Source: an optimization exercise on an open RTL-to-GDS flow (aim: small area, a short achievable clock period and few clock cycles). Production flows keep margins and buffers that such runs may drop. Where RTL was checked, it was by simulation tests only, not by an equivalence proof against the original. Power and IR drop assume default switching activity.

## huffman
module huffman(clk, reset, gray_valid, gray_data, CNT_valid, CNT1, CNT2, CNT3, CNT4, CNT5, CNT6,
    code_valid, HC1, HC2, HC3, HC4, HC5, HC6, M1, M2, M3, M4, M5, M6);
Size: roughly 1600 cells after synthesis, ~100 flip-flops, roughly 9200 sq um of cells after synthesis.
==> module huffman, before the edit <==
module huffman(clk, reset, gray_valid, gray_data, CNT_valid, CNT1, CNT2, CNT3, CNT4, CNT5, CNT6,
    code_valid, HC1, HC2, HC3, HC4, HC5, HC6, M1, M2, M3, M4, M5, M6);
input clk;
input reset;
input gray_valid;
input [7:0] gray_data;
output CNT_valid;
output [7:0] CNT1, CNT2, CNT3, CNT4, CNT5, CNT6;
output code_valid;
output [7:0] HC1, HC2, HC3, HC4, HC5, HC6;
output [7:0] M1, M2, M3, M4, M5, M6;
function lt7(input [6:0] a, input [6:0] b, input le);
  reg [6:0] l, e;
  reg l10, e10, l32, e32, l54, e54, l30, e30, l60, e60;
  begin
    l = ~a & b;
    e = ~(a ^ b);
    l10 = l[1] | (e[1] & l[0]);   e10 = e[1] & e[0];
    l32 = l[3] | (e[3] & l[2]);   e32 = e[3] & e[2];
    l54 = l[5] | (e[5] & l[4]);   e54 = e[5] & e[4];
    l30 = l32 | (e32 & l10);      e30 = e32 & e10;
    l60 = l[6] | (e[6] & l54);    e60 = e[6] & e54;
    lt7 = l60 | (e60 & (l30 | (e30 & le)));
  end
endfunction
function [6:0] add7(input [6:0] a, input [6:0] b);
  reg [6:0] g, p, c;
  reg [6:0] g1, p1, g2, p2;
  integer j;
  begin
    g = a & b;
    p = a ^ b;
    g1 = g; p1 = p;
    for (j = 1; j < 7; j = j + 1) begin g1[j] = g[j] | (p[j] & g[j-1]); p1[j] = p[j] & p[j-1]; end
    g2 = g1; p2 = p1;
    for (j = 2; j < 7; j = j + 1) begin g2[j] = g1[j] | (p1[j] & g1[j-2]); p2[j] = p1[j] & p1[j-2]; end
    c = g2;
    for (j = 4; j < 7; j = j + 1) c[j] = g2[j] | (p2[j] & g2[j-4]);
    add7 = p ^ {c[5:0], 1'b0};
  end
endfunction
reg [3:0] t;     
reg pv;          
reg [6:0] S;     
wire t0 = (t == 4'd0);
wire t1 = (t == 4'd1);
wire t2 = (t == 4'd2);
wire t3 = (t == 4'd3);
wire t4 = (t == 4'd4);
wire rnk = t0 | t1 | t2 | t3 | t4;
wire start = t0 & pv & ~gray_valid;
wire comb = (t == 4'd5) | (t == 4'd6) | (t == 4'd7) | (t == 4'd8) | (t == 4'd9);
wire [5:0] self = {1'b0, t4, t3, t2, t1, t0};
wire [5:0] le = {rnk, rnk, t0 | t1 | t2 | t3, t0 | t1 | t2, t0 | t1, t0};
reg [6:0] w [0:5];
reg [2:0] d [0:5];
reg [4:0] r [0:5];    
wire [5:0] lt;
wire [5:0] kp, kq;
wire [6:0] X = S;
reg [6:0] bc;
always @*
  case (t[1:0])
    2'd0: bc = w[1];
    2'd1: bc = w[2];
    2'd2: bc = w[3];
    default: bc = w[4];
  endcase
reg [6:0] w0n;    
genvar gi;
generate for (gi = 0; gi < 6; gi = gi + 1) begin : sym
  assign lt[gi] = lt7(w[gi], X, le[gi]);
  assign kp[gi] = (d[gi] == 3'd2);
  assign kq[gi] = (d[gi] == 3'd3);
end endgenerate
reg [6:0] P, Q;
reg [5:2] h;     
integer i;
always @* begin
  P = 7'd0;
  Q = 7'd0;
  h = 4'd0;
  for (i = 0; i < 6; i = i + 1) begin
    P = P | (w[i] & {7{kp[i]}});
    Q = Q | (w[i] & {7{kq[i]}});
    if (d[i] == 3'd2 && lt[i]) h[2] = 1'b1;
    if (d[i] == 3'd3 && lt[i]) h[3] = 1'b1;
    if (d[i] == 3'd4 && lt[i]) h[4] = 1'b1;
    if (d[i] == 3'd5 && lt[i]) h[5] = 1'b1;
  end
end
wire [2:0] m = {h[5], h[3] & ~h[5], (h[2] & ~h[3]) | (h[4] & ~h[5])};
wire [6:0] PQ = add7(P, Q);
wire [6:0] PS = add7(P, S);
always @(posedge clk) begin
  if (rnk)
    S <= (t0 & gray_valid) ? w0n : t4 ? 7'h7f : bc;
  else
    S <= (PQ & {7{h[3]}}) | (PS & {7{~h[3]}});
  if (reset) begin
    t <= 4'd0;
    pv <= 1'b0;
  end else begin
    pv <= gray_valid;
    if (t0)
      t <= {3'b000, start};
    else if (t != 4'd11)
      t <= t + 4'd1;
  end
end
always @* begin
  w0n = w[0];
  if (gray_data == 8'd1)
    w0n = w[0] + 7'd1;
end
generate for (gi = 0; gi < 6; gi = gi + 1) begin : upd
  wire member = (d[gi][2:1] == 2'b00);
  wire inc = (gi < 5 && self[gi]) ? lt[5] : ~lt[gi];
  wire [5:0] above = {1'b0, r[gi][4], |r[gi][4:3], |r[gi][4:2], |r[gi][4:1], |r[gi][4:0]};
  wire [4:0] rn = (r[gi] & (above[5:1] | {5{~d[gi][0]}})) | ({r[gi][3:0], 1'b0} & ~above[4:0]);
  always @(posedge clk) begin
    if (reset) begin
      w[gi] <= 7'd0;
      r[gi] <= 5'd1;
    end else begin
      if (t0 && gray_valid && gray_data == gi + 1)
        w[gi] <= w[gi] + 7'd1;
      if (comb && member) begin
        w[gi] <= S;
        r[gi] <= rn;
      end
    end
    if (rnk)
      d[gi] <= (t0 ? 3'd2 : d[gi]) + {2'b00, inc};
    else
      d[gi] <= member ? m : d[gi] + {2'b11, ~lt[gi]};
  end
end endgenerate
wire [7:0] hc [0:5];
wire [7:0] mo [0:5];
generate for (gi = 0; gi < 6; gi = gi + 1) begin : outs
  wire [5:0] above = {1'b0, r[gi][4], |r[gi][4:3], |r[gi][4:2], |r[gi][4:1], |r[gi][4:0]};
  assign mo[gi] = {3'b000, above[4:0]};
  assign hc[gi] = {3'b000, r[gi] & (above[5:1] | {5{~d[gi][0]}})};
end endgenerate
assign CNT_valid = t1;
assign code_valid = (t == 4'd10);
assign CNT1 = {1'b0, w[0]};
assign CNT2 = {1'b0, w[1]};
assign CNT3 = {1'b0, w[2]};
assign CNT4 = {1'b0, w[3]};
assign CNT5 = {1'b0, w[4]};
assign CNT6 = {1'b0, w[5]};
assign HC1 = hc[0];
assign HC2 = hc[1];
assign HC3 = hc[2];
assign HC4 = hc[3];
assign HC5 = hc[4];
assign HC6 = hc[5];
assign M1 = mo[0];
assign M2 = mo[1];
assign M3 = mo[2];
assign M4 = mo[3];
assign M5 = mo[4];
assign M6 = mo[5];
endmodule
Settings: LEC_CHECK=0, ABC_AREA=1, CAP_MARGIN=20, CORE_MARGIN=2, CORE_UTILIZATION=60, PLACE_DENSITY=0.75, SETUP_SLACK_MARGIN=3.0, SLEW_MARGIN=20; clock period 6.2 ns.
standard.sh (not shown) runs the stock make flow with config.mk's settings and CLKGATE_MAP_FILE= SYNTH_SCRIPT=/design/flow/synth_recipe.tcl, a recipe that flattens the netlist after the stock synthesis.
==> flow/flow/run.sh <==
#!/bin/bash
# The standard layout, except that synthesis leaves adders and comparators
# to abc instead of extracting them into full/half-adder cells: an empty
# ADDER_MAP_FILE skips ORFS's extract_fa step. Registers are mapped as in the
# standard synthesis.
export ADDER_MAP_FILE=
bash standard.sh > standard.log 2>&1
Testbench counts at the start, summed over its fixed seeds: cycles 7,104.
Change:
--- a/flow/design.v
+++ b/flow/design.v
@@ -56,23 +56,15 @@
 reg [2:0] d [0:5];
 reg [4:0] r [0:5];    
 wire [5:0] lt;
 wire [5:0] kp, kq;
 wire [6:0] X = S;
-reg [6:0] bc;
-always @*
-  case (t[1:0])
-    2'd0: bc = w[1];
-    2'd1: bc = w[2];
-    2'd2: bc = w[3];
-    default: bc = w[4];
-  endcase
 reg [6:0] w0n;    
 genvar gi;
 generate for (gi = 0; gi < 6; gi = gi + 1) begin : sym
   assign lt[gi] = lt7(w[gi], X, le[gi]);
-  assign kp[gi] = (d[gi] == 3'd2);
+  assign kp[gi] = (gi >= 1 && gi <= 4) ? (rnk ? self[gi - 1] : (d[gi] == 3'd2)) : (d[gi] == 3'd2) & ~rnk;
   assign kq[gi] = (d[gi] == 3'd3);
 end endgenerate
 reg [6:0] P, Q;
 reg [5:2] h;     
 integer i;
@@ -91,12 +83,14 @@
 end
 wire [2:0] m = {h[5], h[3] & ~h[5], (h[2] & ~h[3]) | (h[4] & ~h[5])};
 wire [6:0] PQ = add7(P, Q);
 wire [6:0] PS = add7(P, S);
 always @(posedge clk) begin
-  if (rnk)
-    S <= (t0 & gray_valid) ? w0n : t4 ? 7'h7f : bc;
+  if (t0 & ~start)
+    S <= w0n;
+  else if (rnk)
+    S <= t4 ? 7'h7f : P;
   else
     S <= (PQ & {7{h[3]}}) | (PS & {7{~h[3]}});
   if (reset) begin
     t <= 4'd0;
     pv <= 1'b0;
@@ -108,11 +102,11 @@
       t <= t + 4'd1;
   end
 end
 always @* begin
   w0n = w[0];
-  if (gray_data == 8'd1)
+  if (gray_valid && gray_data == 8'd1)
     w0n = w[0] + 7'd1;
 end
 generate for (gi = 0; gi < 6; gi = gi + 1) begin : upd
   wire member = (d[gi][2:1] == 2'b00);
   wire inc = (gi < 5 && self[gi]) ? lt[5] : ~lt[gi];
@@ -139,11 +133,11 @@
 wire [7:0] hc [0:5];
 wire [7:0] mo [0:5];
 generate for (gi = 0; gi < 6; gi = gi + 1) begin : outs
   wire [5:0] above = {1'b0, r[gi][4], |r[gi][4:3], |r[gi][4:2], |r[gi][4:1], |r[gi][4:0]};
   assign mo[gi] = {3'b000, above[4:0]};
-  assign hc[gi] = {3'b000, r[gi] & (above[5:1] | {5{~d[gi][0]}})};
+  assign hc[gi] = {3'b000, r[gi] & (above[5:1] | {5{d[gi] == 3'd0}})};
 end endgenerate
 assign CNT_valid = t1;
 assign code_valid = (t == 4'd10);
 assign CNT1 = {1'b0, w[0]};
 assign CNT2 = {1'b0, w[1]};
The changed run ran to the end with no violations. Synthesized cell count came out lower by 7.2%. Wire length came out lower by 5.4%. Via count came out lower by 6.4%. Worst setup slack got worse by 0.053 ns. Clock power came out higher by about 5%. Global-route usage came out lower by 1.2 points. Maximum frequency came out lower by about 1.7%. Clock skew is about the same. Sequential cell count is unchanged. Cell count came out lower by 4.9%.
Function not checked in the second run of this note: the RTL went through the layout flow alone.

separate check: timing with driven ports:
No port has a modelled driver above. Below, the same layouts with a new extraction and two added sets of constraints. Step 1: set_driving_cell puts a clkbuf_16 on clk and a buf_2 on each other input, an assumption about the parent block. Step 2 moves the port delays by t, midway between the first and last clock arrival at a register: inputs arrive t later, outputs are due t later. That takes back most of the time a late clock gives input paths. Slacks: ideal ports / drivers / drivers and shift; pairs: ideal ports / drivers.
run | t, ns | slack for setup (ns) | hold slack, ns | worst register clock-pin slew, ns | worst slew at a driven data input, ns
the first run | 0.409 | 3.029 / 2.984 / 2.803 | 0.496 / 0.496 / 0.496 | 0.08 / 0.08 | 0.04
the second run | 0.401 | 2.976 / 2.976 / 2.739 | 0.478 / 0.478 / 0.478 | 0.08 / 0.08 | 0.03
After both steps setup and hold are still met in every run listed. For the second run, which loses most, drivers alone change the setup slack by 0.000 ns; drivers and shift together by -0.237 ns.
